This design comes from an exercise in tuning for small area and a short achievable clock period on the open sky130 flow, not from production work. At most, simulation tests tie the RTL to the original design; equivalence was not proved. No functional check of the RTL was part of run 5. Power figures rest on the tool's default switching activity, not on a simulated workload.

`flow/run.sh`:
```
#!/bin/bash
# The standard layout, with plain buf_1 cells as port buffers and timing
# repair aiming below the clock period (paths with less than SETUP_SLACK_MARGIN
# ns of slack are repaired).
set -euo pipefail
export BUFFER_PORTS_ARGS="-buffer_cell sky130_fd_sc_hd__buf_1"
export SETUP_SLACK_MARGIN=7.3
bash standard.sh > standard_flow.log 2>&1
```
`standard.sh`:
```
#!/bin/bash
# synth_recipe.tcl (not shown) runs the flow's synth.tcl, then flattens the netlist and writes it again
# the make line also repeats each setting of config.mk as NAME=value (left out here)
make -C /OpenROAD-flow-scripts/flow DESIGN_CONFIG=/design/flow/config.mk WORK_HOME=/design/flow/orfs CLKGATE_MAP_FILE= SYNTH_SCRIPT=/design/flow/synth_recipe.tcl "${@:-finish}"
```
`config.mk`:
```
export PLATFORM = sky130hd
export DESIGN_NAME = NEURON
export DESIGN_NICKNAME = NEURON
export VERILOG_FILES = /design/flow/design.v
export SDC_FILE = /design/flow/constraint.sdc
export NUM_CORES = 4
export LEC_CHECK = 0
export CAP_MARGIN = 20
export CORE_MARGIN = 2
export CORE_UTILIZATION = 55
export CTS_BUF_LIST = sky130_fd_sc_hd__clkbuf_8
export SLEW_MARGIN = 20
export TNS_END_PERCENT = 5
```
`constraint.sdc`:
```
create_clock -name core_clock -period 11.0 [get_ports {Clock}]
set_input_delay 2.2000 -clock core_clock [delete_from_list [all_inputs] [get_ports {Clock}]]
set_output_delay 2.2000 -clock core_clock [all_outputs]
set_load 0.01 [all_outputs]
```
`design.v`:
```
`timescale 1ns / 1ps
module MUL6_FA (input a, input b, input c, output s, output co);
  assign s = a ^ b ^ c;
  assign co = (a & b) | (a & c) | (b & c);
endmodule
module MUL6_HA (input a, input b, output s, output co);
  assign s = a ^ b;
  assign co = a & b;
endmodule
`timescale 1ns / 1ps
module NEURON(Clock, SignA, SignB, SignC, SignD, ExponentA, ExponentB, ExponentC, ExponentD, MantissaA, MantissaB, MantissaC, MantissaD, SignOut, ExponentOut, MantissaOut, SignOut1, ExponentOut1, MantissaOut1, SignOut2, ExponentOut2, MantissaOut2);
input Clock;
input SignA;
input SignB;
input SignC;
input SignD;
input [4:0] ExponentA;
input [4:0] ExponentB;
input [4:0] ExponentC;
input [4:0] ExponentD;
input [5:0] MantissaA;
input [5:0] MantissaB;
input [5:0] MantissaC;
input [5:0] MantissaD;
output SignOut, SignOut1, SignOut2;
output [4:0] ExponentOut, ExponentOut1, ExponentOut2;
output [5:0] MantissaOut, MantissaOut1, MantissaOut2;
wire [5:0] e1, e2;
wire [4:1] k1, k2;
MUL6_HA ea0 (ExponentA[0], ExponentB[0], e1[0], k1[1]);
MUL6_HA ec0 (ExponentC[0], ExponentD[0], e2[0], k2[1]);
genvar i;
generate for (i = 1; i < 5; i = i + 1) begin : eadd
  if (i < 4) begin : mid
    MUL6_FA ea (ExponentA[i], ExponentB[i], k1[i], e1[i], k1[i+1]);
    MUL6_FA ec (ExponentC[i], ExponentD[i], k2[i], e2[i], k2[i+1]);
  end else begin : top
    MUL6_FA ea (ExponentA[i], ExponentB[i], k1[i], e1[i], e1[5]);
    MUL6_FA ec (ExponentC[i], ExponentD[i], k2[i], e2[i], e2[5]);
  end
end endgenerate
reg [5:0] r_ma, r_mb, r_mc, r_md;
reg [5:0] r_e1, r_e2;    
reg r_t1, r_t2;          
always @(posedge Clock) begin
  r_ma <= MantissaA; r_mb <= MantissaB; r_mc <= MantissaC; r_md <= MantissaD;
  r_e1 <= e1;
  r_e2 <= e2;
  r_t1 <= SignA ~^ SignB;
  r_t2 <= SignC ~^ SignD;
end
wire [6:0] xd = {1'b0, r_e1} + {1'b0, ~r_e2};
wire e1_gt = xd[6];
wire e_eq = &xd[5:0];
wire e2_gt = ~e1_gt & ~e_eq;
wire [5:0] xd1 = xd[5:0] + 6'd1;
wire [5:0] ediff = e1_gt ? xd1 : ~xd[5:0];
wire [3:0] dsat = ediff[3:0] | {4{ediff[5] | ediff[4]}};
wire [11:0] p1, p2;
genvar q, gi, gj;
generate for (q = 0; q < 2; q = q + 1) begin : mul
  wire [5:0] a = q ? r_mc : r_ma;
  wire [5:0] b = q ? r_md : r_mb;
  wire [11:0] p;
  wire [5:0] pp [0:5];
    for (gi = 0; gi < 6; gi = gi + 1) begin : pi
      for (gj = 0; gj < 6; gj = gj + 1) begin : pj
        assign pp[gi][gj] = a[gi] & b[gj];
      end
    end
  wire s1_4, c1_4, s1_5a, c1_5a, s1_5b, c1_5b, s1_6a, c1_6a, s1_6b, c1_6b, s1_7, c1_7;
  MUL6_HA h14 (pp[0][4], pp[1][3], s1_4, c1_4);
  MUL6_FA f15 (pp[0][5], pp[1][4], pp[2][3], s1_5a, c1_5a);
  MUL6_HA h15 (pp[3][2], pp[4][1], s1_5b, c1_5b);
  MUL6_FA f16 (pp[1][5], pp[2][4], pp[3][3], s1_6a, c1_6a);
  MUL6_HA h16 (pp[4][2], pp[5][1], s1_6b, c1_6b);
  MUL6_FA f17 (pp[2][5], pp[3][4], pp[4][3], s1_7, c1_7);
  wire s2_3, c2_3, s2_4, c2_4, s2_5, c2_5, s2_6, c2_6, s2_7, c2_7, s2_8, c2_8;
  MUL6_HA h23 (pp[0][3], pp[1][2], s2_3, c2_3);
  MUL6_FA f24 (pp[2][2], pp[3][1], pp[4][0], s2_4, c2_4);
  MUL6_FA f25 (pp[5][0], c1_4, s1_5a, s2_5, c2_5);
  MUL6_FA f26 (c1_5a, c1_5b, s1_6a, s2_6, c2_6);
  MUL6_FA f27 (pp[5][2], c1_6a, c1_6b, s2_7, c2_7);
  MUL6_FA f28 (pp[3][5], pp[4][4], pp[5][3], s2_8, c2_8);
  wire s3_2, c3_2, s3_3, c3_3, s3_4, c3_4, s3_5, c3_5, s3_6, c3_6, s3_7, c3_7, s3_8, c3_8, s3_9, c3_9;
  MUL6_HA h32 (pp[0][2], pp[1][1], s3_2, c3_2);
  MUL6_FA f33 (pp[2][1], pp[3][0], s2_3, s3_3, c3_3);
  MUL6_FA f34 (s1_4, c2_3, s2_4, s3_4, c3_4);
  MUL6_FA f35 (s1_5b, c2_4, s2_5, s3_5, c3_5);
  MUL6_FA f36 (s1_6b, c2_5, s2_6, s3_6, c3_6);
  MUL6_FA f37 (s1_7, c2_6, s2_7, s3_7, c3_7);
  MUL6_FA f38 (c1_7, c2_7, s2_8, s3_8, c3_8);
  MUL6_FA f39 (pp[4][5], pp[5][4], c2_8, s3_9, c3_9);
  wire c2, c3, c4, c5;
  assign p[0] = pp[0][0];
  MUL6_HA a1 (pp[0][1], pp[1][0], p[1], c2);
  MUL6_FA a2 (s3_2, pp[2][0], c2, p[2], c3);
  MUL6_FA a3 (s3_3, c3_2, c3, p[3], c4);
  MUL6_FA a4 (s3_4, c3_3, c4, p[4], c5);
  wire [5:0] xa = {pp[5][5], s3_9, s3_8, s3_7, s3_6, s3_5};
  wire [5:0] xb = {c3_9, c3_8, c3_7, c3_6, c3_5, c3_4};
  wire xci = c5;
  wire [5:0] xp = xa ^ xb;
  wire [5:0] xg = xa & xb;
  wire xG_0_m1 = xg[0] | (xp[0] & xci);
  wire xG_2_1 = xg[2] | (xp[2] & xg[1]);
  wire xP_2_1 = xp[2] & xp[1];
  wire xG_1_m1 = xg[1] | (xp[1] & xG_0_m1);
  wire xG_2_m1 = xG_2_1 | (xP_2_1 & xG_0_m1);
  wire xG_4_3 = xg[4] | (xp[4] & xg[3]);
  wire xP_4_3 = xp[4] & xp[3];
  wire xG_5_3 = xg[5] | (xp[5] & xG_4_3);
  wire xP_5_3 = xp[5] & xP_4_3;
  wire xG_3_m1 = xg[3] | (xp[3] & xG_2_m1);
  wire xG_4_m1 = xG_4_3 | (xP_4_3 & xG_2_m1);
  wire xG_5_m1 = xG_5_3 | (xP_5_3 & xG_2_m1);
  assign p[0+5] = xp[0] ^ xci;
  assign p[1+5] = xp[1] ^ xG_0_m1;
  assign p[2+5] = xp[2] ^ xG_1_m1;
  assign p[3+5] = xp[3] ^ xG_2_m1;
  assign p[4+5] = xp[4] ^ xG_3_m1;
  assign p[5+5] = xp[5] ^ xG_4_m1;
  assign p[11] = xG_5_m1;
end endgenerate
assign p1 = mul[0].p;
assign p2 = mul[1].p;
reg [3:0] r_d;           
reg [11:0] r_x, r_y;
reg [3:0] r_amt;
reg r_swp;
always @(posedge Clock) begin
  r_d <= dsat;
  r_x <= e2_gt ? p1 : p2;
  r_y <= e2_gt ? p2 : p1;
  r_amt <= r_d & {4{e1_gt | e2_gt}};
  r_swp <= e2_gt;
end
wire [11:0] ma = r_y;
wire [11:0] mb = r_x >> r_amt;
wire same = r_t1 ~^ r_t2;
wire inv = ~same;
wire [11:0] bb = mb ^ {12{inv}};
wire [11:0] p = ma ^ bb;
wire [11:0] g = ma & bb;
wire g10 = g[1] | p[1] & g[0],    p10 = p[1] & p[0];
wire g32 = g[3] | p[3] & g[2],    p32 = p[3] & p[2];
wire g54 = g[5] | p[5] & g[4],    p54 = p[5] & p[4];
wire g76 = g[7] | p[7] & g[6],    p76 = p[7] & p[6];
wire g98 = g[9] | p[9] & g[8],    p98 = p[9] & p[8];
wire gba = g[11] | p[11] & g[10], pba = p[11] & p[10];
wire g30 = g32 | p32 & g10,       p30 = p32 & p10;
wire g74 = g76 | p76 & g54,       p74 = p76 & p54;
wire gb8 = gba | pba & g98,       pb8 = pba & p98;
wire g50 = g54 | p54 & g30,       p50 = p54 & p30;
wire g70 = g74 | p74 & g30,       p70 = p74 & p30;
wire gb0 = gb8 | pb8 & g70;        
wire g60 = g[6] | p[6] & g50,     p60 = p[6] & p50;
wire g80 = g[8] | p[8] & g70,     p80 = p[8] & p70;
wire g90 = g98 | p98 & g70,       p90 = p98 & p70;
wire ga0 = g[10] | p[10] & g90,   pa0 = p[10] & p90;
wire ci = inv & gb0;
wire [11:6] cc;
assign cc[6]  = g50 | p50 & ci;
assign cc[7]  = g60 | p60 & ci;
assign cc[8]  = g70 | p70 & ci;
assign cc[9]  = g80 | p80 & ci;
assign cc[10] = g90 | p90 & ci;
assign cc[11] = ga0 | pa0 & ci;
wire flip = inv & ~gb0;
wire [5:0] su = p[11:6] ^ cc[11:6];
wire [5:0] m = su ^ {6{flip}};
wire c = gb0;
wire [11:0] kl = ma | mb;
wire zsub = p50 & p[6] & p[7] & pb8;    
wire z = inv ? zsub : (~p[0] & (p[11:1] == kl[10:0]));
wire ta = r_swp ? r_t2 : r_t1;   
wire tb = r_swp ? r_t1 : r_t2;   
wire s = same ? r_t1 : ((c | (r_swp & zsub)) ? ta : tb);
wire [5:0] E = e1_gt ? r_e1 : r_e2;
wire ge33 = E[5] & |E[4:0];
wire ge32 = E[5];
wire ge31 = E[5] | &E[4:0];
wire ge30 = E[5] | &E[4:1];
wire ge29 = E[5] | (&E[4:2] & (E[1] | E[0]));
wire ge28 = E[5] | &E[4:2];
wire e0 = ~|E;
reg q_s, q_sn, q_zero, q_ge33, q_ge32, q_eq31, q_eq30, q_eq29, q_eq28;
reg [5:0] q_m;
reg [4:0] q_e;
always @(posedge Clock) begin
  q_s <= s;
  q_sn <= ~s;
  q_m <= m;
  q_e <= E[4:0];
  q_zero <= ~s & e0 & z;
  q_ge33 <= ge33;
  q_ge32 <= ge32;
  q_eq31 <= ge31 & ~ge32;
  q_eq30 <= ge30 & ~ge31;
  q_eq29 <= ge29 & ~ge30;
  q_eq28 <= ge28 & ~ge29;
end
wire q_m5 = q_m[5];
wire q_m432 = &q_m[4:2];
wire q_m54 = &q_m[5:4];
wire zero = q_zero;
wire eq32 = q_ge32 & ~q_ge33;
reg [4:0] te; reg [5:0] tm;
always @* begin
  if (zero) begin te = 5'b00000; tm = 6'b000000; end
  else if (q_ge32) begin te = 5'b01111; tm = 6'b000000; end
  else if (q_eq31 & q_m5) begin te = 5'b01110; tm = 6'b111000; end
  else if (q_eq31) begin te = 5'b01110; tm = 6'b101100; end
  else if (q_eq30) begin te = 5'b01110; tm = {5'b10000, ~q_s}; end
  else if (q_eq29) begin te = 5'b01101; tm = 6'b011000; end
  else if (q_eq28) begin te = 5'b01100; tm = 6'b011110; end
  else begin te = 5'b01011; tm = 6'b001000; end
end
reg [4:0] se; reg [5:0] sm;
always @* begin
  if (zero) begin se = 5'b01110; sm = 6'b000000; end
  else if (q_sn) begin
    if (q_ge33) begin se = 5'b00000; sm = 6'b000000; end
    else if (eq32) begin se = 5'b01011; sm = 6'b000000; end
    else if (q_eq31 & q_m432) begin se = 5'b01100; sm = 6'b010000; end
    else if ((q_eq30 & q_m54) | q_eq31) begin se = 5'b01101; sm = 6'b000001; end
    else if (q_eq30) begin se = 5'b01101; sm = 6'b011000; end
    else begin se = 5'b01101; sm = 6'b110100; end
  end else begin
    if (q_ge33) begin se = 5'b01111; sm = 6'b000000; end
    else if (eq32) begin se = 5'b01110; sm = 6'b111010; end
    else if (q_eq31 & q_m432) begin se = 5'b01110; sm = 6'b110000; end
    else if ((q_eq30 & q_m54) | q_eq31) begin se = 5'b01110; sm = 6'b100000; end
    else if (q_eq30) begin se = 5'b01110; sm = 6'b010100; end
    else begin se = 5'b01110; sm = 6'b000110; end
  end
end
assign SignOut = q_s;
assign ExponentOut = te;
assign MantissaOut = tm;
assign SignOut1 = 1'b1;
assign ExponentOut1 = se;
assign MantissaOut1 = sm;
assign SignOut2 = q_s;
assign ExponentOut2 = q_s ? q_e : 5'd0;
assign MantissaOut2 = q_s ? q_m : 6'd0;
endmodule
```
==> reports/qor.yml, run 1 <==
run_status:
  outcome: "no timing/DRC/antenna violations"
synth:
  synth_cells: 691
  synth_compound_area_share_pct: 8.577
  muxShareOfSynthArea_pct: 9.442
  synth_top_area_share_pct: 28.00
  synth_seq_area_share_pct: 28.00
  syn_area_um2: 6506
  synth_enable_flop_cells: 0
  synth_xor_area_share_pct: 5.519
  async_reset_ff_share_pct: 0
  synth_top_cell_by_area: "dfxtp_1"
  synth-seq-cells: 91
  yosys.area_share.simple_pct: 16.98
  netlist_top_cells_area: "dfxtp_1 (28%), fa_1 (16%), ha_1 (8.3%)"
  synth_ff_type: "dfxtp_1"
  avgSynthCellArea_um2: 9.416
  synthAdderAreaFrac_pct: 23.96
  synth_top_family_by_area: "adder cells"
  ys_types: 59
  yosys_warnings: 1
floorplanning:
  num_rows: 39
  dieArea_um2: 12720
  coreArea_um2: 11470
  die_h_um: 112.8
  io_pins: 85
  start_util_pct: 56.74
  die_x_um: 112.8
power_and_ir_drop:
  powerDensity_nw_per_um2: 227.7
  p_sw_share_pct: 42.95
  pwr-share-comb_pct: 57.3
  power_frac_seq_pct: 31.1
  p_sw_uw: 727.2
  power_leakage_uw: 0.003369
  p_int_uw: 965.8
  power_frac_clock_pct: 11.5
  ir_worst_vdd_uv: 154.2
placement:
  dpl_worst_slack_ns: 6.717
  portBuffers: 81
  place_area_um2: 6929
  hpwl_mm: 11.00
  globalplace.congestion: 0.8789
sta:
  period_share_pct: 34.19
  finalSetupViolations: 0
  fin_tns_setup_ns: 0
  slew_headroom_pct: 48.04
  fin_skew_ns: 0.008381
  fin_crit_ns: 3.761
  slew_violations: 0
  tightest_slew_ns: 0.7696
  clock.fmax_ghz: 0.2659
  rsz0062_at_grt: "true"
  setup_ws_ns: 7.239
  hold_viol: 0
cts:
  cts.sinks: 91
  root_buffer: "clkbuf_8"
  cts_tree: "yes"
  numCtsBuffers: 9
  clk_pin_slew_ns: 0.09
  clock_path_buffers: 2
  insertion_delay_ns: 0.36
  h-tree-depth: 3
run:
  maxCapViolations: 0
finish:
  final_area_um2: 7435
  final_cell_mix: "inv_1 (105), buf_1 (79), dfxtp_1 (72)"
  diodes: 0
  syn_to_final_growth_pct: 14.27
  drive_gt1_share_pct: 14.29
  nets: 922
  final_common_cell: "inv_1"
detailed_routing:
  route.detailed.drc: 0
  via_per_inst: 5.368
  final_antenna_net_count: 0
  drt_iter0_markers: 256
  vias: 4976
  wl_mm: 13.58
  drt_pass1_iterations: 4
  post_drt_wl_per_cell_um: 14.65
grt:
  grt_pass1_vias: 4966
  antenna_found_initial: 0
  gr-total-overflow: 0
  grt_max_degree: 28
  grt_pass1_wl_mm: 23.19
  grt_usage_pct: 22.59
worst_setup_path:
  cpMaxStageDelayCell: "dfxtp_2"
  path_cells: "and2_4 > a21oi_4 > nand2b_4 > a21oi_1 > nor3_1 > buf_2"
  cp.arrival_ns: 1.56
  cp_data_required_time_ns: 8.80
  max_stage_delay_ns: 0.34
  crit_type: "reg2out"
  start_kind: "flop"
  end_kind: "output port"
  crit_fanout: 4
min_path:
  hp-class: "reg2reg"
==> what timing repair did <==
| action | in CTS | in global routing |
|---|---|---|
| endpoints found under the setup margin | 28 | 27 |
| hold buffers | 0 | 0 |
| gates resized for setup | 33 | 39 |
| endpoints found under the hold margin | 0 | 0 |
| pin swaps | 6 | 10 |
| buffers inserted | 10 | 2 |
==> worst paths after layout <==
check / slack [ns] / cells past startpoint / end / startpoint
setup / recovery: 7.24 / 6 / MantissaOut1[4] / q_m[5]
hold / removal: 0.45 / 1 / r_amt[3] / r_d[3]
setup reg to reg: 7.33 / 12 / r_x[10] / r_ma[2]
hold reg to reg: 0.45 / 1 / r_amt[3] / r_d[3]
==> power by group through the flow <==
| stage | Sequential, uW | Combinational (uW) | Clock [uW] |
|---|---|---|---|
| 6_report | 527 | 971 | 195 |
| 5_1_grt | 539 | 1080 | 218 |
| 4_1_cts | 522 | 921 | 204 |
| 3_5_place_dp | 531 | 867 | 0 |
| 3_3_place_gp | 526 | 844 | 0 |
| 2_1_floorplan | 474 | 708 | 0 |
==> cell families after synthesis <==
group / count (synthesis)
flip-flops: 91
AND/OR/NAND/NOR: 204
multiplexers: 50
AO/OA/AOI/OAI: 86
buffers and inverters: 123
other: 2
XOR/XNOR: 41
adder cells (fa/ha/maj): 94
==> critical path: cells and delay by family (launching register included) <==
family	cells	cell delay [ns]
buf+inv	1	0.16
compound gates	2	0.22
flops	1	0.34
simple gates	3	0.49
==> per-stage QoR <==
step | utilization [%] | cells | total power, uW | hold slack (ns)
finish | 64.83 | 927 | 1693 | 0.4494
global route | 64.83 | 927 | 1834 | 0.4791
CTS | 63.43 | 925 | 1647 | 0.4515
detailed placement | 60.43 | 899 | 1398 | 0.4225
global placement | 60.43 | 899 | 1371 | 0.4112
floorplan | - | 692 | 1181 | 0.4057
==> synth_stat cells (3+ instances only) <==
cell      count
mux4_2        6
mux2i_1      28
o21ai_0      15
nand4_1       4
nand2b_1      5
a22oi_1       4
nand3_1       6
mux2_2       14
a21oi_1      27
xor2_1       10
nor3_1       11
inv_1       104
o21bai_1      3
ha_1         43
buf_4         4
nor4_1        8
a21o_1        6
buf_2         4
fa_1         51
or2_2         3
and3_1        7
dfxtp_1      91
a31oi_1       5
and2_1       72
xnor2_1      31
o21a_1        3
nor2b_1       8
clkbuf_1     10
nor2_1       28
o211ai_1      3
nand2_1      41
==> final cells by class <==
cell class / instances / area, um^2
clock buffer: 10 / 137.6
tap: 143 / 178.9
multi-input combinational: 478 / 4422
timing repair buffer: 94 / 404.1
inverter: 105 / 395.4
fill: 989 / 4033
clock inverter: 6 / 33.78
sequential: 91 / 1863
==> per-layer routing <==
| metal | GRT usage (%) | part of all wire, % | vias to the layer above |
|---|---|---|---|
| li1 | - | - | 2440 |
| met2 | 40.20 | 51 | 116 |
| met5 | 0 | 0 | - |
| met3 | 4.339 | 4.3 | 14 |
| met4 | 6.016 | 1.1 | 0 |
| met1 | 28.19 | 44 | 2406 |
==> flip-flops by register name, indices dropped and copies added, names as in the netlist, 4 cells and up <==
signal / cells
r_mb: 6
r_d: 4
r_e2: 6
r_md: 6
r_mc: 6
r_ma: 6
r_y: 12
q_m: 6
r_e1: 6
r_x: 12
r_amt: 4
q_e: 5
==> run 2, diff against run 1 <==
--- a/flow/run.sh
+++ b/flow/run.sh
@@ -6,3 +6,3 @@
 export BUFFER_PORTS_ARGS="-buffer_cell sky130_fd_sc_hd__buf_1"
-export SETUP_SLACK_MARGIN=7.3
+export SETUP_SLACK_MARGIN=7.45
 bash standard.sh > standard_flow.log 2>&1
--- a/config.mk
+++ b/config.mk
@@ -12,2 +12,3 @@
 export SLEW_MARGIN = 20
+export SYNTH_HIERARCHICAL = 1
 export TNS_END_PERCENT = 5
==> run 2 against run 1 <==
  * Still clean on timing, DRC and antenna
  * Register-to-register slack got worse by 0.06 ns
  * Clock skew increased by 0.0066 ns
  * Final cell count decreased by 7.2%
  * Sequential share of layout area increased by 0.52 points
  * Utilization decreased by 1.4 points
  * Non-clock buffer count decreased by 3
  * Critical path type unchanged
  * Highest routed layer unchanged
==> reports/qor.yml, run 2 <==
run_status:
  outcome: "no timing/DRC/antenna violations"
synth:
  synth_seq_area_share_pct: 28.47
  synth_enable_flop_cells: 0
  netlist_top_cells_area: "dfxtp_1 (28%), fa_1 (16%), ha_1 (8.4%)"
  synth-seq-cells: 91
  synth_cells: 629
  async_reset_ff_share_pct: 0
  ys_types: 63
  yosys_warnings: 7
  synth_top_area_share_pct: 28.47
  yosysMostFrequentCell: "dfxtp_1"
  synth_commonest_cells: "dfxtp_1 (91), and2_1 (83), fa_1 (51)"
  synth_top_cell_by_area: "dfxtp_1"
  syn_area_um2: 6399
  synth_ff_type: "dfxtp_1"
  avgSynthCellArea_um2: 10.17
placement:
  portBuffers: 81
  globalplace.congestion: 0.8760
  hpwl_mm: 10.42
  place_inst: 836
finish:
  final_common_cell: "and2_1"
  drive_gt1_share_pct: 12.69
  syn_to_final_growth_pct: 12.67
  final_cell_mix: "and2_1 (83), dfxtp_1 (81), buf_1 (79)"
  nets: 855
  top_regs: "r_x: 12 flops, r_y: 12 flops"
  final_cells: 860
  diodes: 0
power_and_ir_drop:
  p_int_uw: 977.8
  p_sw_share_pct: 41.48
  powerDensity_nw_per_um2: 231.8
  power_frac_clock_pct: 13.9
  ir_worst_vdd_uv: 152.4
  pwr-share-comb_pct: 54.2
  power_frac_seq_pct: 31.9
  power_leakage_uw: 0.003112
  p_sw_uw: 693.1
detailed_routing:
  drt_iter0_markers: 241
  vias: 4738
  drt_pass1_iterations: 4
  via_per_inst: 5.509
  wl_mm: 13.01
  post_drt_wl_per_cell_um: 15.12
  route.detailed.drc: 0
  final_antenna_net_count: 0
sta:
  clock.fmax_ghz: 0.2608
  slew_headroom_pct: 42.77
  hold_viol: 0
  slew_violations: 0
  fin_skew_ns: 0.01502
  fin_crit_ns: 3.834
  period_share_pct: 34.85
  finalSetupViolations: 0
  tightest_slew_ns: 0.8555
  rsz0062_at_grt: "true"
  fin_tns_setup_ns: 0
worst_setup_path:
  worst-path-stages: 4
  cp.arrival_ns: 1.63
  critPathBufInv: 1
  cp_data_required_time_ns: 8.80
  max_stage_delay_ns: 0.39
  end_kind: "output port"
  path_cells: "and4_4 > o21ai_2 > a2111oi_2 > buf_2"
  worstRegToRegCells: 14
  crit_family: "compound AO/OA/AOI/OAI gates"
  crit_fanout: 4
  start_kind: "flop"
  crit_type: "reg2out"
  cpMaxStageDelayCell: "dfxtp_4"
floorplanning:
  num_rows: 39
  io_pins: 85
  dieArea_um2: 12510
  die_h_um: 111.9
  coreArea_um2: 11370
  die_x_um: 111.9
  start_util_pct: 56.28
cts:
  cts.sinks: 91
  clock_path_buffers: 2
  h-tree-depth: 3
  insertion_delay_ns: 0.37
  root_buffer: "clkbuf_8"
  clk_pin_slew_ns: 0.09
  holdBufCountCts: 0
  cts_tree: "yes"
  numCtsBuffers: 9
grt:
  antenna_found_initial: 0
  grt_util_met3_pct: 3.919
  busiest_layer: "met2"
  grt_usage_pct: 22.51
  grtUsageMet1_pct: 27.08
  grt_max_degree: 26
  grt_pass1_wl_mm: 22.78
  gr-total-overflow: 0
  grt_pass1_vias: 4899
  met2_usage_pct: 40.48
min_path:
  hp-class: "reg2reg"
  hold_path_depth: 1
run:
  maxCapViolations: 0
run 2: cell count changes after synthesis, sizes merged, moves of 4 or more:
cell,delta
nor2,-8
and3,-4
o21ai,+7
nand2,-15
a31oi,-4
a21o,+7
buf,+4
inv,-72
and2,+11
run 2: cell type report:
cell class / count / area, um^2
clock buffer: 10 / 137.6
timing repair buffer: 91 / 381.6
sequential: 91 / 1844
clock inverter: 6 / 65.06
inverter: 33 / 123.9
multi-input combinational: 486 / 4478
fill: 974 / 4160
tap: 143 / 178.9
run 2: routing by layer:
layer	wire length [um]	up-vias	part of all wire (%)
met4	315	0	2.4
met2	6578	127	51
met5	0	-	0
li1	-	2345	-
met1	5589	2240	43
met3	523	26	4.0
run 2: path summary, 6_finish.rpt:
path | start | endpoint | slack (ns)
worst max-delay path | q_m[4] | MantissaOut1[4] | 7.17
worst min-delay path | r_d[1] | r_amt[1] | 0.45
worst max register to register | r_mc[1] | r_y[10] | 7.27
worst min register to register | r_d[1] | r_amt[1] | 0.45
run 2: cells by family after synthesis:
logic type	count (synthesis)	synth area share [%]
AO/OA/AOI/OAI	100	10.50
buffers and inverters	53	3.617
adder cells (fa/ha/maj)	94	24.36
flip-flops	91	28.47
AND/OR/NAND/NOR	195	17.34
XOR/XNOR	42	5.749
multiplexers	52	9.836
other	2	0.1174
run 2: worst reg2reg max path, stage by stage (launching register included):
cell	delay, ns
dfxtp_1	0.36
and2_1	0.18
ha_1	0.29
fa_1	0.48
fa_1	0.44
fa_1	0.36
inv_1	0.07
fa_1	0.15
inv_1	0.06
a21o_1	0.17
a21o_1	0.19
a21o_1	0.18
a21o_1	0.20
xor2_1	0.19
mux2_2	0.29
run 2: Yosys stat by module, one instance, submodules excluded:
module	area (um^2)	flops+latches	cells
NEURON	5343	91	571
MUL6_FA	20.02	0	1
MUL6_HA	12.51	0	1
run 2: power by group through the flow:
| stage | sequential, uW | clock, uW | combinational (uW) |
|---|---|---|---|
| finish | 534 | 231 | 906 |
| CTS | 531 | 239 | 893 |
| global placement | 536 | 0 | 831 |
| global route | 548 | 253 | 1010 |
| detailed placement | 537 | 0 | 852 |
| floorplan | 471 | 0 | 722 |
run 2: through the flow:
stage	hold slack, ns	cell area, um^2	setup slack (ns)	util (%)	power (uW)
after floorplan	0.4138	6417	7.059	-	1194
after global placement	0.4294	6808	6.881	59.88	1366
after detailed placement	0.4371	6808	6.701	59.88	1389
after CTS	0.4500	7161	7.155	62.98	1663
after global routing	0.4578	7209	7.091	63.41	1814
final	0.4491	7209	7.166	63.41	1671
run 2: repair_timing:
action | 4_1_cts | 5_1_grt
buffers inserted | 6 | 2
pin swaps | 2 | 4
resized for setup | 30 | 13
gates cloned | 0 | 0
setup endpoints to repair | 40 | 48
==> run 3, diff against run 2 <==
--- a/flow/run.sh
+++ b/flow/run.sh
@@ -6,3 +6,3 @@
 export BUFFER_PORTS_ARGS="-buffer_cell sky130_fd_sc_hd__buf_1"
-export SETUP_SLACK_MARGIN=7.45
+export SETUP_SLACK_MARGIN=7.2
 bash standard.sh > standard_flow.log 2>&1
==> run 3 against run 2 <==
  * Critical path depth grew 2
  * Final cell count is the same
  * Sequential cell count is the same
  * Wire length grew 0.27%
  * Die area is the same
  * Sequential power is essentially flat
  * Fmax grew 0.39%
  * Clock power is essentially flat
==> reports/qor.yml, run 3 <==
run_status:
  outcome: "no timing/DRC/antenna violations"
worst_setup_path:
  worstRegToRegCells: 14
  cp_data_required_time_ns: 8.80
  path_cells: "nand2b_4 > a21oi_4 > nand2_1 > mux2_2 > nor3_2 > buf_2"
  reg2reg_from: "r_mc[1]"
  start_kind: "flop"
  cp.arrival_ns: 1.62
  crit_fanout: 4
  r2r_slack_ns: 7.27
  crit_type: "reg2out"
  r2r-end: "r_y[10]"
  max_stage_delay_ns: 0.37
  critPathBufInv: 1
  crit_family: "flip-flops"
  worst-path-stages: 6
  cpMaxStageDelayCell: "dfxtp_4"
  end_kind: "output port"
synth:
  ys_types: 63
  synth-seq-cells: 91
  synth_top_area_share_pct: 28.47
  synth_cells: 629
  synth_commonest_cells: "dfxtp_1 (91), and2_1 (83), fa_1 (51)"
  async_reset_ff_share_pct: 0
  synth_top_cell_by_area: "dfxtp_1"
  avgSynthCellArea_um2: 10.17
  yosysMostFrequentCell: "dfxtp_1"
  synth_ff_type: "dfxtp_1"
  synth_enable_flop_cells: 0
  syn_area_um2: 6399
  yosys_warnings: 7
  netlist_top_cells_area: "dfxtp_1 (28%), fa_1 (16%), ha_1 (8.4%)"
  synth_seq_area_share_pct: 28.47
sta:
  period_share_pct: 34.72
  hold_viol: 0
  fin_crit_ns: 3.819
  slew_headroom_pct: 45.82
  tightest_slew_ns: 0.8099
  slew_violations: 0
  finalSetupViolations: 0
  fin_skew_ns: 0.01552
  clock.fmax_ghz: 0.2619
  rsz0062_at_grt: "true"
  fin_tns_setup_ns: 0
cts:
  clock_path_buffers: 2
  numCtsBuffers: 9
  h-tree-depth: 3
  cts.sinks: 91
  insertion_delay_ns: 0.37
  clk_pin_slew_ns: 0.09
  cts_tree: "yes"
  root_buffer: "clkbuf_8"
grt:
  gr-total-overflow: 0
  grt_pass1_wl_mm: 22.60
  grt_pass1_vias: 4842
  antenna_found_initial: 0
  grt_max_degree: 26
  grt_usage_pct: 22.37
finish:
  diodes: 0
  drive_gt1_share_pct: 12.55
  final_cell_mix: "and2_1 (83), dfxtp_1 (81), buf_1 (79)"
  finalCoreUtilization_pct: 63.38
  nets: 855
  syn_to_final_growth_pct: 12.61
  top_regs: "r_x: 12 flops, r_y: 12 flops"
  num-fill-cells: 975
  final_common_cell: "and2_1"
detailed_routing:
  vias: 4731
  routed.top_layer: "met4"
  met1_length_mm: 5.583
  drt_pass1_iterations: 4
  drt_iter0_markers: 225
  final_antenna_net_count: 0
  route.detailed.drc: 0
  post_drt_wl_per_cell_um: 15.16
  via_per_inst: 5.501
  wl_mm: 13.04
  wl_met2_mm: 6.533
  dr_wl_met3_um: 543
power_and_ir_drop:
  powerDensity_nw_per_um2: 231.4
  power_leakage_uw: 0.003101
  ir_worst_vdd_uv: 142.4
min_path:
  hold_end: "r_amt[1]"
  hp-class: "reg2reg"
  worstHoldStart: "r_d[1]"
  hold_path_depth: 1
floorplanning:
  die_h_um: 111.9
  dieArea_um2: 12510
  start_util_pct: 56.28
  num_rows: 39
  die_x_um: 111.9
  coreArea_um2: 11370
  io_pins: 85
placement:
  portBuffers: 81
  globalplace.congestion: 0.8760
  hpwl_mm: 10.42
run:
  maxCapViolations: 0
==> run 3: cell counts after synthesis <==
No cell type changed its count.
==> run 3: where the power goes <==
group	switching, uW	internal [uW]
sequential	107	427
combinational	466	437
clock	120	112
==> run 3: per-module statistics from Yosys (local to each module, per instance) <==
module	cell area [um^2]	cells inside	flops+latches	copies in the design
MUL6_FA	20.02	1	0	44
MUL6_HA	12.51	1	0	14
NEURON	5343	571	91	1
==> run 3: cell type report <==
| cell class | count | area, um^2 | area share (%) |
|---|---|---|---|
| clock buffers | 10 | 137.6 | 1.910 |
| multi-input cells | 486 | 4474 | 62.09 |
| well taps | 143 | 178.9 | 2.483 |
| repair buffers | 91 | 381.6 | 5.296 |
| flip-flops and latches | 91 | 1844 | 25.59 |
| clock inverters | 6 | 65.06 | 0.9029 |
| inverters | 33 | 123.9 | 1.719 |
==> run 3: worst register-to-register path, cell delays in order, from the launching register on <==
cell and delay (ns):
dfxtp_1 0.36, and2_1 0.18, ha_1 0.29, fa_1 0.48
fa_1 0.44, fa_1 0.36, inv_1 0.07, fa_1 0.15
inv_1 0.06, a21o_1 0.17, a21o_1 0.19, a21o_1 0.18
a21o_1 0.22, xor2_2 0.18, mux2_2 0.28
==> run 3: timing repair <==
item | in CTS | in global routing
endpoints found under the setup margin | 17 | 26
hold buffers | 0 | 0
buffers inserted | 2 | 6
resized for setup | 22 | 20
cloned | 0 | 0
pin swaps | 2 | 1
==> run 3: cell families after synthesis <==
kind of cell | synth area share (%)
AO/OA/AOI/OAI | 10.50
XOR/XNOR | 5.749
adder cells (fa/ha/maj) | 24.36
buffers and inverters | 3.617
flip-flops | 28.47
multiplexers | 9.836
other | 0.1174
AND/OR/NAND/NOR | 17.34
==> run 3: routing by layer <==
metal | up-vias | GRT usage [%]
met5 | - | 0
met4 | 0 | 7.984
met3 | 30 | 3.919
met2 | 121 | 40.12
met1 | 2238 | 26.98
li1 | 2342 | -
==> run 3: through the flow <==
stage | instances | setup WS [ns] | total power (uW) | instance area [um^2] | hold slack (ns)
floorplan | 630 | 7.059 | 1194 | 6417 | 0.4138
global placement | 836 | 6.881 | 1366 | 6808 | 0.4294
detailed placement | 836 | 6.701 | 1389 | 6808 | 0.4371
CTS | 854 | 7.123 | 1641 | 7094 | 0.4500
global route | 860 | 7.101 | 1812 | 7206 | 0.4578
finish | 860 | 7.181 | 1668 | 7206 | 0.4476
==> run 3: worst max-delay path by stage <==
| stage | startpoint | slack, ns | to |
|---|---|---|---|
| detailed placement | r_amt[0] | 6.70 | q_zero |
| global route | q_eq31 | 7.10 | MantissaOut1[3] |
| floorplan | ExponentA[0] | 7.06 | r_e1[4] |
| global placement | r_amt[0] | 6.88 | q_zero |
| finish | q_eq31 | 7.18 | MantissaOut1[3] |
| CTS | q_eq31 | 7.12 | MantissaOut1[3] |
==> run 4, diff against run 3 <==
--- a/flow/run.sh
+++ b/flow/run.sh
@@ -6,3 +6,3 @@
 export BUFFER_PORTS_ARGS="-buffer_cell sky130_fd_sc_hd__buf_1"
-export SETUP_SLACK_MARGIN=7.2
+export SETUP_SLACK_MARGIN=7.3
 bash standard.sh > standard_flow.log 2>&1
==> run 4 against run 3 <==
  * Still clean
  * Wire length unchanged
  * Global-route usage increased by 0.093 points
  * Die area unchanged
  * Sequential cell count unchanged
  * Clock-buffer cell count unchanged
  * First-iteration DRC count decreased by 0.89%
  * Via count decreased by 0.59%
  * Largest power group unchanged
  * Highest routed layer unchanged
==> reports/qor.yml, run 4 <==
run_status:
  outcome: "no timing/DRC/antenna violations"
sta:
  finalSetupViolations: 0
  tightest_slew_ns: 0.7827
  clock.fmax_ghz: 0.2611
  rsz0062_at_grt: "true"
  hold_viol: 0
  setup_ws_ns: 7.171
  slew_violations: 0
  fin_tns_setup_ns: 0
  slew_headroom_pct: 47.64
  period_share_pct: 34.81
  fin_crit_ns: 3.829
  fin_skew_ns: 0.01554
grt:
  busiest_layer: "met2"
  grt_max_degree: 26
  gr-total-overflow: 0
  grtUsageMet1_pct: 27.08
  grt_util_met3_pct: 3.919
  grt_pass1_wl_mm: 22.74
  antenna_found_initial: 0
  grt_usage_pct: 22.46
  met2_usage_pct: 40.32
  grt_pass1_vias: 4887
worst_setup_path:
  critPathBufInv: 1
  path_cells: "and4_4 > o21ai_2 > a2111oi_2 > buf_2"
  crit_type: "reg2out"
  end_kind: "output port"
  cpMaxStageDelayCell: "dfxtp_4"
  max_stage_delay_ns: 0.40
  crit_fanout: 4
  cp_data_required_time_ns: 8.80
  crit_family: "flip-flops"
  cp.arrival_ns: 1.63
  start_kind: "flop"
finish:
  nets: 855
  drive_gt1_share_pct: 12.13
  top_regs: "r_x: 12 flops, r_y: 12 flops"
  final_cell_mix: "and2_1 (83), dfxtp_1 (81), buf_1 (79)"
  diodes: 0
  final_common_cell: "and2_1"
  syn_to_final_growth_pct: 12.42
floorplanning:
  io_pins: 85
  die_h_um: 111.9
  start_util_pct: 56.28
  die_x_um: 111.9
  coreArea_um2: 11370
  dieArea_um2: 12510
  num_rows: 39
synth:
  ys_types: 63
  synth_top_area_share_pct: 28.47
  synth-seq-cells: 91
  synth_enable_flop_cells: 0
  yosysMostFrequentCell: "dfxtp_1"
  synth_cells: 629
  yosys_warnings: 7
  synth_ff_type: "dfxtp_1"
  synth_commonest_cells: "dfxtp_1 (91), and2_1 (83), fa_1 (51)"
  async_reset_ff_share_pct: 0
  avgSynthCellArea_um2: 10.17
  netlist_top_cells_area: "dfxtp_1 (28%), fa_1 (16%), ha_1 (8.4%)"
  synth_seq_area_share_pct: 28.47
  synth_top_cell_by_area: "dfxtp_1"
  syn_area_um2: 6399
power_and_ir_drop:
  powerDensity_nw_per_um2: 231.4
  pwr-share-comb_pct: 54.0
  total_power_uw: 1664
  power_frac_seq_pct: 32.1
  power_leakage_uw: 0.003102
  p_int_uw: 973.6
  p_sw_share_pct: 41.50
  ir_worst_vdd_uv: 143.3
  p_sw_uw: 690.8
  power_frac_clock_pct: 13.9
cts:
  clk_pin_slew_ns: 0.09
  root_buffer: "clkbuf_8"
  numCtsBuffers: 9
  holdBufCountCts: 0
  cts.sinks: 91
  clock_path_buffers: 2
  h-tree-depth: 3
  cts_tree: "yes"
  insertion_delay_ns: 0.37
detailed_routing:
  drt_pass1_iterations: 4
  wl_mm: 13.04
  vias: 4703
  final_antenna_net_count: 0
  route.detailed.drc: 0
  via_per_inst: 5.469
  drt_iter0_markers: 223
  post_drt_wl_per_cell_um: 15.16
min_path:
  hp-class: "reg2reg"
placement:
  globalplace.congestion: 0.8760
  dpl_worst_slack_ns: 6.701
  portBuffers: 81
  hpwl_mm: 10.42
run:
  maxCapViolations: 0
==> run 4: final timing paths <==
kind | from | depth (start not counted) | slack, ns | end
worst min-delay path | r_d[1] | 1 | 0.45 | r_amt[1]
worst min register to register | r_d[1] | 1 | 0.45 | r_amt[1]
worst max register to register | r_mc[1] | 14 | 7.27 | r_y[10]
worst max-delay path | q_m[4] | 4 | 7.17 | MantissaOut1[4]
==> run 4: cell families (layout without fill, tap and decap cells) <==
group,after synthesis,in the layout,share of synthesized area [%]
fa+ha+maj,94,94,24.36
simple gates,195,195,17.34
xor+xnor,42,42,5.749
other cells,2,3,0.1174
compound gates,100,100,10.50
buf+inv,53,140,3.617
flops,91,91,28.47
mux,52,52,9.836
==> run 4: power groups by stage <==
| stage | Combinational [uW] | Sequential, uW | Clock, uW |
|---|---|---|---|
| final | 899 | 534 | 232 |
| after global routing | 1010 | 549 | 253 |
| after CTS | 870 | 538 | 239 |
| after detailed placement | 852 | 537 | 0 |
| after global placement | 831 | 536 | 0 |
| after floorplan | 722 | 471 | 0 |
==> run 4: repair_timing <==
item	CTS	global route
gates resized for setup	26	14
pin swaps	2	3
setup buffers	2	6
endpoints found under the setup margin	24	33
gates cloned	0	0
==> run 4: per-module statistics from Yosys, one instance, submodules excluded <==
module	copies in the design	area, um^2
NEURON	1	5343
MUL6_HA	14	12.51
MUL6_FA	44	20.02
==> run 4: final cells by class <==
type | count | area (um^2)
Clock buffer | 10 | 137.6
Tap cell | 143 | 178.9
Fill cell | 976 | 4177
Sequential cell | 91 | 1844
Multi-Input combinational cell | 486 | 4462
Clock inverter | 6 | 65.06
Timing Repair Buffer | 91 | 381.6
Inverter | 33 | 123.9
==> run 4: layer usage <==
layer  wire, um  vias to the layer above
met5          0                        -
met4        335                        0
met3        509                       28
met2       6559                      112
met1       5636                     2216
li1           -                     2347
==> run 4: metrics by stage <==
step / std cells / hold slack [ns] / util (%) / area (um^2)
after floorplan: 630 / 0.4138 / - / 6417
after global placement: 836 / 0.4294 / 59.88 / 6808
after detailed placement: 836 / 0.4371 / 59.88 / 6808
after CTS: 854 / 0.4500 / 62.61 / 7118
after global routing: 860 / 0.4578 / 63.27 / 7193
final: 860 / 0.4475 / 63.27 / 7193
==> run 5, diff against run 4 <==
--- a/design.v
+++ b/design.v
@@ -188,2 +188,3 @@
 reg [5:0] q_m;
+reg q_m432, q_m54;      
 reg [4:0] q_e;
@@ -193,2 +194,4 @@
   q_m <= m;
+  q_m432 <= &m[4:2];
+  q_m54 <= &m[5:4];
   q_e <= E[4:0];
@@ -203,4 +206,2 @@
 wire q_m5 = q_m[5];
-wire q_m432 = &q_m[4:2];
-wire q_m54 = &q_m[5:4];
 wire zero = q_zero;
==> run 5 against run 4 <==
  * Still clean on timing, DRC and antenna
  * Synthesized area increased by 4.5%
  * Power increased by 12%
  * Clock power about the same
  * Critical endpoint unchanged
  * Highest routed layer is now met5
==> reports/qor.yml, run 5 <==
worst_setup_path:
  path_cells: "nand2b_4 > o211ai_1 > nor2_1 > nor4b_2 > buf_2"
  crit_family: "simple AND/OR/NAND/NOR gates"
  max_stage_delay_ns: 0.38
  start_kind: "flop"
  crit_fanout: 4
  r2r-end: "r_y[10]"
  cp.arrival_ns: 1.49
  crit_type: "reg2out"
  critPathBufInv: 1
  cp_data_required_time_ns: 8.80
  worstRegToRegCells: 11
  reg2reg_from: "r_mc[2]"
  r2r_slack_ns: 7.35
  cpMaxStageDelayCell: "dfxtp_4"
  end_kind: "output port"
sta:
  finalSetupViolations: 0
  clock.fmax_ghz: 0.2707
  period_share_pct: 33.58
  tightest_slew_ns: 0.7129
  slew_violations: 0
  fin_skew_ns: 0.01129
  slew_headroom_pct: 52.38
  fin_tns_setup_ns: 0
  fin_crit_ns: 3.694
  rsz0062_at_grt: "true"
  hold_viol: 0
synth:
  netlist_top_cells_area: "dfxtp_1 (28%), fa_1 (15%), ha_1 (8.0%)"
  synth_commonest_cells: "dfxtp_1 (93), and2_1 (81), fa_1 (51)"
  synth_top_cell_by_area: "dfxtp_1"
  syn_area_um2: 6686
  yosysMostFrequentCell: "dfxtp_1"
  synth-seq-cells: 93
  synth_top_area_share_pct: 27.84
  avgSynthCellArea_um2: 9.965
  synth_seq_area_share_pct: 27.84
  async_reset_ff_share_pct: 0
  synth_cells: 671
  synth_ff_type: "dfxtp_1"
  synth_enable_flop_cells: 0
  ys_types: 61
  yosys_warnings: 7
placement:
  hpwl_mm: 10.70
  place_area_um2: 7057
  portBuffers: 81
  globalplace.congestion: 0.8522
cts:
  clk_pin_slew_ns: 0.09
  numCtsBuffers: 9
  holdBufCountCts: 0
  insertion_delay_ns: 0.37
  cts_tree: "yes"
  clock_path_buffers: 2
  h-tree-depth: 3
  cts.sinks: 93
  root_buffer: "clkbuf_8"
finish:
  final_cell_mix: "and2_1 (81), buf_1 (77), dfxtp_1 (72)"
  num-fill-cells: 1025
  diodes: 0
  finalCoreUtilization_pct: 64.14
  syn_to_final_growth_pct: 14.75
  final_area_um2: 7672
  final_common_cell: "and2_1"
  nets: 897
  top_regs: "r_x: 12 flops, r_y: 12 flops"
  drive_gt1_share_pct: 19.66
grt:
  busiest_layer: "met2"
  antenna_found_initial: 1
  grt_max_degree: 28
  grt_usage_pct: 22.20
  gr-total-overflow: 0
  met2_usage_pct: 36.63
  grt_pass1_wl_mm: 23.01
  grt_util_met3_pct: 4.553
  grt_pass1_vias: 4822
  grtUsageMet1_pct: 30.04
power_and_ir_drop:
  ir_worst_vdd_uv: 140.6
  power_leakage_uw: 0.003266
  powerDensity_nw_per_um2: 242.8
floorplanning:
  io_pins: 85
  start_util_pct: 55.90
  die_h_um: 114.3
  dieArea_um2: 13060
  coreArea_um2: 11960
  die_x_um: 114.3
  num_rows: 40
detailed_routing:
  final_antenna_net_count: 0
  drt_iter0_markers: 220
  vias: 4961
  drt_pass1_iterations: 5
  post_drt_wl_per_cell_um: 15.21
  wl_mm: 13.77
  route.detailed.drc: 0
  via_per_inst: 5.482
min_path:
  hold_path_depth: 1
  worstHoldStart: "r_d[3]"
  hp-class: "reg2reg"
  hold_end: "r_amt[3]"
run:
  maxCapViolations: 0
run_status:
  outcome: "no timing/DRC/antenna violations"
## run 5: changes by cell type in the layout (fill, tap and decap cells not counted), moves of 7 or more
cell and delta:
mux2_2 +8, nor2_1 +13, dfxtp_4 +8, mux2i_1 -7, nor2b_1 +9, a21oi_1 -7
buf_4 +7, nor3_1 +8, dfxtp_1 -9
## run 5: power by group
part	switching [uW]	internal, uW	total (uW)
logic	556	535	1090
clock network	125	107	232
registers	104	437	541
## run 5: repair_timing
item,4_1_cts,5_1_grt
pin swaps,3,31
hold endpoints to repair,0,0
gates resized for setup,18,83
buffers inserted,10,7
setup endpoints to repair,27,33
## run 5: area by class of cell
type                    count  area (um^2)  area share, %
multi-input cells         520         4791          62.44
repair buffers            100        471.7          6.148
inverters                  30        112.6          1.468
flip-flops and latches     93         1918          25.00
clock buffers               9        123.9          1.614
well taps                 147        183.9          2.397
clock inverters             6        71.32         0.9295
## run 5: kinds of logic (layout without fill, tap and decap cells)
logic type | Yosys count | in the layout | synth area share, %
AO/OA/AOI/OAI | 92 | 92 | 9.225
multiplexers | 58 | 58 | 10.93
adder cells (fa/ha/maj) | 94 | 94 | 23.32
other | 2 | 3 | 0.1123
XOR/XNOR | 44 | 44 | 5.763
flip-flops | 93 | 93 | 27.84
AND/OR/NAND/NOR | 229 | 229 | 18.86
buffers and inverters | 59 | 145 | 3.948
## run 5: layer usage
layer	share of wire (%)	vias up
li1	-	2460
met5	0.094	-
met2	48	108
met3	3.5	19
met1	47	2372
met4	1.2	2
## run 5: how the worst max path moves through the flow
stage	startpoint	to	slack, ns	depth (start not counted)
6_report	q_eq31	MantissaOut1[4]	7.31	5
5_1_grt	r_amt[0]	q_m54	7.18	15
4_1_cts	q_eq31	MantissaOut1[4]	7.19	5
3_5_place_dp	r_amt[0]	q_zero	6.60	13
3_3_place_gp	r_amt[0]	q_zero	6.70	13
2_1_floorplan	ExponentA[0]	r_e1[4]	7.06	5
## run 5: per-stage QoR
stage / hold slack [ns] / std cells / power (uW) / worst slack, ns
2_1_floorplan: 0.4138 / 672 / 1300 / 7.059
3_3_place_gp: 0.4364 / 873 / 1492 / 6.695
3_5_place_dp: 0.4363 / 873 / 1509 / 6.603
4_1_cts: 0.4511 / 898 / 1777 / 7.190
5_1_grt: 0.4638 / 905 / 2024 / 7.178
6_report: 0.4439 / 905 / 1863 / 7.306
## run 5: per-module statistics from Yosys (local to each module, per instance)
module / times used / cell area (um^2) / flops+latches / cells
MUL6_HA: 14 / 12.51 / 0 / 1
MUL6_FA: 44 / 20.02 / 0 / 1
NEURON: 1 / 5630 / 93 / 613
==> run 6, diff against run 5 <==
--- a/design.v
+++ b/design.v
@@ -188,3 +188,2 @@
 reg [5:0] q_m;
-reg q_m432, q_m54;      
 reg [4:0] q_e;
@@ -194,4 +193,2 @@
   q_m <= m;
-  q_m432 <= &m[4:2];
-  q_m54 <= &m[5:4];
   q_e <= E[4:0];
@@ -206,2 +203,4 @@
 wire q_m5 = q_m[5];
+wire q_m432 = &q_m[4:2];
+wire q_m54 = &q_m[5:4];
 wire zero = q_zero;
--- a/config.mk
+++ b/config.mk
@@ -9,3 +9,3 @@
 export CORE_MARGIN = 2
-export CORE_UTILIZATION = 55
+export CORE_UTILIZATION = 65
 export CTS_BUF_LIST = sky130_fd_sc_hd__clkbuf_8
==> run 6 against run 5 <==
  * Via count is 2.2% lower
  * Critical endpoint is now MantissaOut1[3]
  * Wire length is 3.4% lower
  * Utilization is 10 points higher
  * Sequential cell count is 2 lower
  * Register-to-register slack worse by 0.09 ns
  * Global-route usage is 3.7 points higher
  * Fmax is 3.0% lower
  * Still clean on timing, DRC and antenna
  * Sequential power hardly changed
==> reports/qor.yml, run 6 <==
floorplanning:
  dieArea_um2: 10650
  start_util_pct: 66.07
  coreArea_um2: 9684
  io_pins: 85
  die_x_um: 103.2
  die_h_um: 103.2
  num_rows: 36
synth:
  yosys_warnings: 7
  synth_seq_area_share_pct: 28.47
  synth_top_area_share_pct: 28.47
  ys_types: 63
  synth-seq-cells: 91
  synth_top_cell_by_area: "dfxtp_1"
  yosysMostFrequentCell: "dfxtp_1"
  synth_commonest_cells: "dfxtp_1 (91), and2_1 (83), fa_1 (51)"
  async_reset_ff_share_pct: 0
  netlist_top_cells_area: "dfxtp_1 (28%), fa_1 (16%), ha_1 (8.4%)"
  syn_area_um2: 6399
  synth_cells: 629
  synth_ff_type: "dfxtp_1"
  avgSynthCellArea_um2: 10.17
  synth_enable_flop_cells: 0
run_status:
  outcome: "no timing/DRC/antenna violations"
placement:
  dpl_worst_slack_ns: 6.706
  hpwl_mm: 10.36
  portBuffers: 81
  place_area_um2: 6795
  globalplace.congestion: 0.9173
finish:
  final_cell_mix: "and2_1 (83), buf_1 (79), dfxtp_1 (73)"
  syn_to_final_growth_pct: 12.69
  diodes: 0
  final_area_um2: 7211
  nets: 860
  drive_gt1_share_pct: 14.40
  top_regs: "r_x: 12 flops, r_y: 12 flops"
  final_common_cell: "and2_1"
grt:
  grt_pass1_wl_mm: 21.29
  grt_usage_pct: 25.86
  grt_max_degree: 26
  antenna_found_initial: 0
  grt_pass1_vias: 4675
  gr-total-overflow: 0
power_and_ir_drop:
  ir_worst_vdd_uv: 139.0
  total_power_uw: 1663
  power_leakage_uw: 0.003110
  powerDensity_nw_per_um2: 230.6
worst_setup_path:
  max_stage_delay_ns: 0.46
  start_kind: "flop"
  crit_type: "reg2out"
  path_cells: "nand2b_4 > a21oi_2 > nand2_1 > mux2_4 > nor3_2 > buf_2"
  cp_data_required_time_ns: 8.80
  end_kind: "output port"
  crit_fanout: 5
  cpMaxStageDelayCell: "dfxtp_2"
  cp.arrival_ns: 1.61
sta:
  slew_headroom_pct: 47.29
  hold_viol: 0
  rsz0062_at_grt: "true"
  period_share_pct: 34.62
  finalSetupViolations: 0
  fin_skew_ns: 0.01106
  slew_violations: 0
  clock.fmax_ghz: 0.2626
  tightest_slew_ns: 0.7880
  fin_tns_setup_ns: 0
  fin_crit_ns: 3.809
  setup_ws_ns: 7.191
min_path:
  hp-class: "reg2reg"
detailed_routing:
  drt_pass1_iterations: 5
  post_drt_wl_per_cell_um: 15.55
  vias: 4854
  final_antenna_net_count: 0
  via_per_inst: 5.677
  wl_mm: 13.30
  drt_iter0_markers: 213
  route.detailed.drc: 0
cts:
  numCtsBuffers: 9
  cts_tree: "yes"
  h-tree-depth: 3
  holdBufCountCts: 0
  insertion_delay_ns: 0.37
  clk_pin_slew_ns: 0.10
  root_buffer: "clkbuf_8"
  clock_path_buffers: 2
  cts.sinks: 91
run:
  maxCapViolations: 0
[run 6: changes by cell type after synthesis, sizes merged, moves of 6 or more]
cell    change
nand2b      -6
nor2b      -12
a21oi       +7
nor2       -15
mux2       -11
clkbuf      -8
nor3       -11
[run 6: where the power goes]
group | internal [uW] | switching (uW) | leakage, uW | total [uW]
sequential | 427 | 112 | 0.000766 | 539
clock | 85.5 | 123 | 0.0000872 | 209
combinational | 443 | 472 | 0.00226 | 915
total | 956 | 707 | 0.00311 | 1660
[run 6: layout make-up]
class,instances,area [um^2]
clock buffer,9,123.9
clock inverter,7,58.81
fill,733,2474
inverter,33,123.9
multi-input combinational,486,4462
sequential,91,1857
tap,133,166.4
timing repair buffer,96,419.2
[run 6: per-layer routing]
layer / global-route usage, % / part of all wire (%)
met1: 34.81 / 44
met2: 42.36 / 48
met3: 4.637 / 5.3
met4: 9.211 / 2.3
met5: 0 / 0
[run 6: worst max-delay path: cells and delay by family, from the launching register on]
| family | cells | cell delay (ns) |
|---|---|---|
| flops | 1 | 0.46 |
| buf+inv | 1 | 0.15 |
| mux | 1 | 0.27 |
| compound gates | 1 | 0.12 |
| simple gates | 3 | 0.24 |
[run 6: logic make-up after synthesis]
kind of cell | Yosys count | share of synthesized area [%]
xor+xnor | 42 | 5.749
mux | 52 | 9.836
fa+ha+maj | 94 | 24.36
simple gates | 195 | 17.34
buf+inv | 53 | 3.617
other cells | 2 | 0.1174
flops | 91 | 28.47
compound gates | 100 | 10.50
[run 6: final timing paths]
kind | startpoint | endpoint | slack, ns | cells after the start
min reg2reg | r_d[1] | r_amt[1] | 0.44 | 1
max | q_eq30 | MantissaOut1[3] | 7.19 | 6
min | r_d[1] | r_amt[1] | 0.44 | 1
max reg2reg | r_ma[1] | r_y[10] | 7.26 | 14
[run 6: modules after synthesis, one instance, submodules excluded]
module	copies in the design	flops+latches
MUL6_HA	14	0
NEURON	1	91
MUL6_FA	44	0
[run 6: per-stage QoR]
step           hold slack [ns]  utilization (%)  cells
2_1_floorplan           0.4138                -    630
3_3_place_gp            0.4245            70.17    826
3_5_place_dp            0.4326            70.17    826
4_1_cts                 0.4478            72.88    845
5_1_grt                 0.4550            74.46    855
6_report                0.4449            74.46    855
[run 6: timing repair]
item	CTS	global route
gates resized for setup	20	31
setup buffers	3	10
pin swaps	4	6
endpoints found under the setup margin	22	34
==> run 7, diff against run 6 <==
--- a/config.mk
+++ b/config.mk
@@ -9,3 +9,3 @@
 export CORE_MARGIN = 2
-export CORE_UTILIZATION = 65
+export CORE_UTILIZATION = 60
 export CTS_BUF_LIST = sky130_fd_sc_hd__clkbuf_8
==> run 7 against run 6 <==
  * Still clean on timing, DRC and antenna
  * Final cell count shrank 0.47%
  * Via count shrank 0.45%
  * Largest power group unchanged
  * Global-route usage shrank 1.4 points
  * Critical endpoint unchanged
==> reports/qor.yml, run 7 <==
synth:
  synth_seq_area_share_pct: 28.47
  yosysMostFrequentCell: "dfxtp_1"
  synth-seq-cells: 91
  netlist_top_cells_area: "dfxtp_1 (28%), fa_1 (16%), ha_1 (8.4%)"
  synth_top_area_share_pct: 28.47
  ys_types: 63
  yosys_warnings: 7
  synth_ff_type: "dfxtp_1"
  avgSynthCellArea_um2: 10.17
  synth_enable_flop_cells: 0
  async_reset_ff_share_pct: 0
  synth_cells: 629
  synth_commonest_cells: "dfxtp_1 (91), and2_1 (83), fa_1 (51)"
  synth_top_cell_by_area: "dfxtp_1"
  syn_area_um2: 6399
finish:
  final_cell_mix: "and2_1 (83), dfxtp_1 (80), buf_1 (78)"
  finalCoreUtilization_pct: 69.31
  final_common_cell: "and2_1"
  top_regs: "r_x: 12 flops, r_y: 12 flops"
  final_cells: 851
  diodes: 0
  nets: 853
  syn_to_final_growth_pct: 11.83
  drive_gt1_share_pct: 12.17
sta:
  hold_viol: 0
  finalSetupViolations: 0
  slew_headroom_pct: 49.87
  tightest_slew_ns: 0.7495
  slew_violations: 0
  fin_crit_ns: 3.806
  rsz0062_at_grt: "true"
  period_share_pct: 34.60
  fin_tns_setup_ns: 0
  clock.fmax_ghz: 0.2628
  fin_skew_ns: 0.009282
min_path:
  hp-class: "reg2reg"
  hold_end: "r_amt[1]"
  worstHoldStart: "r_d[1]"
  hold_path_depth: 1
grt:
  gr-total-overflow: 0
  antenna_found_initial: 0
  grt_max_degree: 26
  grt_pass1_vias: 4699
  grt_pass1_wl_mm: 22.12
  grt_usage_pct: 24.44
run:
  maxCapViolations: 0
worst_setup_path:
  start_kind: "flop"
  crit_type: "reg2out"
  crit_fanout: 4
  cp.arrival_ns: 1.61
  worstRegToRegCells: 14
  cp_data_required_time_ns: 8.80
  r2r-end: "r_y[10]"
  reg2reg_from: "r_mc[1]"
  end_kind: "output port"
  r2r_slack_ns: 7.27
cts:
  clk_pin_slew_ns: 0.10
  insertion_delay_ns: 0.37
  holdBufCountCts: 0
  cts.sinks: 91
  numCtsBuffers: 9
  clock_path_buffers: 2
  h-tree-depth: 3
  cts_tree: "yes"
  root_buffer: "clkbuf_8"
run_status:
  outcome: "no timing/DRC/antenna violations"
detailed_routing:
  vias: 4832
  drt_pass1_iterations: 5
  via_per_inst: 5.678
  route.detailed.drc: 0
  wl_mm: 13.33
  final_antenna_net_count: 0
  post_drt_wl_per_cell_um: 15.66
  drt_iter0_markers: 306
floorplanning:
  die_x_um: 107.3
  start_util_pct: 61.98
  num_rows: 37
  coreArea_um2: 10320
  io_pins: 85
  dieArea_um2: 11510
  die_h_um: 107.3
placement:
  hpwl_mm: 10.75
  globalplace.congestion: 0.9104
  portBuffers: 81
  place_inst: 829
power_and_ir_drop:
  power_leakage_uw: 0.003102
  powerDensity_nw_per_um2: 231.6
  total_power_uw: 1657
  ir_worst_vdd_uv: 116.7
[run 7: cell types whose count changed in the layout (fill, tap and decap cells not counted), sizes merged]
| cell | delta |
|---|---|
| buf | -7 |
| clkinv | +2 |
| clkinvlp | -2 |
[run 7: per-module statistics from Yosys, one instance, submodules excluded]
module	area [um^2]	times used
MUL6_FA	20.02	44
MUL6_HA	12.51	14
NEURON	5343	1
[run 7: cell type report]
type	count	area (um^2)
clock buffer	9	123.9
timing repair buffer	89	377.9
inverter	33	123.9
sequential	91	1843
tap	136	170.2
fill	811	3168
multi-input combinational	486	4446
clock inverter	7	71.32
[run 7: through the flow]
step           cell area [um^2]  hold WS [ns]  worst slack [ns]
2_1_floorplan              6417        0.4138             7.059
3_3_place_gp               6799        0.4305             6.877
3_5_place_dp               6799        0.4335             6.704
4_1_cts                    7087        0.4515             7.160
5_1_grt                    7156        0.4606             7.090
6_report                   7156        0.4462             7.194
[run 7: power by group]
part	total [uW]	switching [uW]	leakage, uW	internal [uW]
registers	534	108	0.000765	427
clock network	219	131	0.0000995	88.8
logic	903	473	0.00224	430
total	1660	712	0.00310	946
[run 7: worst max-delay path by stage]
stage / start / end / slack, ns / depth (start not counted)
after global routing: q_m[4] / MantissaOut1[3] / 7.09 / 6
after floorplan: ExponentA[0] / r_e1[4] / 7.06 / 5
after CTS: q_eq31 / MantissaOut1[4] / 7.16 / 5
after detailed placement: r_amt[0] / q_m[3] / 6.70 / 12
final: q_m[4] / MantissaOut1[3] / 7.19 / 6
after global placement: r_amt[0] / q_zero / 6.88 / 12
[run 7: layer usage]
layer | up-vias | GRT usage, % | part of all wire [%]
met3 | 11 | 4.479 | 5.3
met4 | 0 | 6.865 | 1.3
met1 | 2314 | 32.67 | 46
met2 | 160 | 40.73 | 48
li1 | 2347 | - | -
met5 | - | 0 | 0
[run 7: critical path, cell delays in order (launching register included)]
cell	delay, ns
dfxtp_4	0.37
buf_4	0.14
a21oi_2	0.14
nand2_1	0.07
mux2_4	0.27
nor3_2	0.10
buf_2	0.15
[run 7: repair_timing]
item                       in CTS  in global routing
setup buffers                   3                  3
gates resized for setup        21                 15
pin swaps                       2                  2
setup endpoints to repair      26                 37
[run 7: logic make-up (layout without fill, tap and decap cells)]
logic type / count (synthesis) / count (layout) / synth area share (%)
other: 2 / 3 / 0.1174
multiplexers: 52 / 52 / 9.836
adder cells (fa/ha/maj): 94 / 94 / 24.36
AND/OR/NAND/NOR: 195 / 195 / 17.34
flip-flops: 91 / 91 / 28.47
XOR/XNOR: 42 / 42 / 5.749
AO/OA/AOI/OAI: 100 / 100 / 10.50
buffers and inverters: 53 / 138 / 3.617
==> run 8, diff against run 7 <==
--- a/config.mk
+++ b/config.mk
@@ -7,3 +7,3 @@
 export LEC_CHECK = 0
-export CAP_MARGIN = 20
+export CAP_MARGIN = 10
 export CORE_MARGIN = 2
@@ -11,3 +11,3 @@
 export CTS_BUF_LIST = sky130_fd_sc_hd__clkbuf_8
-export SLEW_MARGIN = 20
+export SLEW_MARGIN = 10
 export SYNTH_HIERARCHICAL = 1
==> run 8 against run 7 <==
  * Power did not move
  * Still clean on timing, DRC and antenna
  * Worst setup slack did not move
  * Clock skew did not move
  * Final cell count did not move
  * Global-route usage did not move
  * Sequential power barely moved
  * Critical path depth did not move
  * Sequential cell count did not move
==> reports/qor.yml, run 8 <==
worst_setup_path:
  cp_data_required_time_ns: 8.80
  end_kind: "output port"
  worstSetupStartpoint: "q_m[4]"
  worstRegToRegCells: 14
  cp.arrival_ns: 1.61
  r2r_slack_ns: 7.27
  crit_type: "reg2out"
  start_kind: "flop"
  crit_fanout: 4
  r2r-end: "r_y[10]"
synth:
  ys_types: 63
  synth_top_family_by_area: "adder cells"
  avgSynthCellArea_um2: 10.17
  synthAdderAreaFrac_pct: 24.36
  yosysMostFrequentCell: "dfxtp_1"
  synth_commonest_cells: "dfxtp_1 (91), and2_1 (83), fa_1 (51)"
  yosys_warnings: 7
  synth_seq_area_share_pct: 28.47
  synth_compound_area_share_pct: 10.50
  syn_area_um2: 6399
  synth_top_cell_by_area: "dfxtp_1"
  synth_top_area_share_pct: 28.47
  synth-seq-cells: 91
  muxShareOfSynthArea_pct: 9.836
floorplanning:
  dieArea_um2: 11510
  io_pins: 85
  die_x_um: 107.3
  num_rows: 37
detailed_routing:
  via_per_inst: 5.678
  final_antenna_net_count: 0
  vias: 4832
  drt_pass1_iterations: 5
  wl_mm: 13.33
  post_drt_wl_per_cell_um: 15.66
finish:
  diodes: 0
  multi_input_area_um2: 4446
  regArea_um2: 1843
  final_cell_mix: "and2_1 (83), dfxtp_1 (80), buf_1 (78)"
  final_cells: 851
  final_area_um2: 7156
  top_regs: "r_x: 12 flops, r_y: 12 flops"
  syn_to_final_growth_pct: 11.83
placement:
  portBuffers: 81
  hpwl_mm: 10.75
  place_inst: 829
  globalplace.congestion: 0.9104
sta:
  fin_skew_ns: 0.009282
  clock.fmax_ghz: 0.2628
  rsz0062_at_grt: "true"
  tightest_slew_ns: 0.7495
  slew_violations: 0
  finalSetupViolations: 0
  hold_viol: 0
run_status:
  outcome: "no timing/DRC/antenna violations"
power_and_ir_drop:
  ir_worst_vdd_uv: 116.7
  power_leakage_uw: 0.003102
grt:
  grt_max_degree: 26
  antenna_found_initial: 0
  gr-total-overflow: 0
  grt_pass1_vias: 4699
  grtUsageMet1_pct: 32.67
  grt_pass1_wl_mm: 22.12
cts:
  numCtsBuffers: 9
  cts.sinks: 91
  root_buffer: "clkbuf_8"
  holdBufCountCts: 0
  h-tree-depth: 3
  cts_tree: "yes"
  clock_path_buffers: 2
min_path:
  worstHoldStart: "r_d[1]"
  hold_end: "r_amt[1]"
==> run 8: cell counts in the layout (fill, tap and decap cells not counted) <==
Identical to the previous run, type by type.
==> run 8: final cells by class <==
class                      instances  area share [%]
inverter                          33           1.731
sequential                        91           25.76
timing repair buffer              89           5.281
tap                              136           2.378
clock buffer                       9           1.731
multi-input combinational        486           62.13
clock inverter                     7          0.9967
==> run 8: per-stage QoR <==
| step | hold slack, ns | setup WS [ns] | utilization (%) | total power, uW |
|---|---|---|---|---|
| after global routing | 0.4606 | 7.090 | 69.31 | 1782 |
| after CTS | 0.4515 | 7.160 | 68.65 | 1635 |
| after detailed placement | 0.4335 | 6.704 | 65.86 | 1396 |
| final | 0.4462 | 7.194 | 69.31 | 1657 |
| after global placement | 0.4305 | 6.877 | 65.86 | 1372 |
| after floorplan | 0.4138 | 7.059 | - | 1194 |
==> run 8: kinds of logic (layout without fill, tap and decap cells) <==
family	Yosys count	after routing
flip-flops	91	91
buffers and inverters	53	138
AO/OA/AOI/OAI	100	100
adder cells (fa/ha/maj)	94	94
XOR/XNOR	42	42
multiplexers	52	52
AND/OR/NAND/NOR	195	195
other	2	3
==> run 8: worst max path at each step <==
stage / endpoint / slack, ns / depth (start not counted)
after floorplan: r_e1[4] / 7.06 / 5
after global placement: q_zero / 6.88 / 12
after detailed placement: q_m[3] / 6.70 / 12
after CTS: MantissaOut1[4] / 7.16 / 5
after global routing: MantissaOut1[3] / 7.09 / 6
final: MantissaOut1[3] / 7.19 / 6
==> run 8: report_power, final <==
part           internal, uW  switching (uW)
combinational           430             473
sequential              427             108
clock                  88.8             131
==> run 8: repair_timing <==
action                                  4_1_cts  5_1_grt
buffers inserted                              3        3
endpoints found under the setup margin       26       37
pin swaps                                     2        2
gates resized for setup                      21       15
==> run 8: worst max-delay path, stage by stage, from the launching register on <==
cell     delay, ns
dfxtp_4       0.37
buf_4         0.14
a21oi_2       0.14
nand2_1       0.07
mux2_4        0.27
nor3_2        0.10
buf_2         0.15
==> run 8: modules after synthesis, one instance, submodules excluded <==
module,cell area (um^2),flip-flops and latches,copies in the design,cells inside
MUL6_FA,20.02,0,44,1
MUL6_HA,12.51,0,14,1
NEURON,5343,91,1,571
==> run 8: layer usage <==
metal  part of all wire, %  vias to the layer above
met5                     0                        -
met4                   1.3                        0
met3                   5.3                       11
met2                    48                      160
met1                    46                     2314
li1                      -                     2347
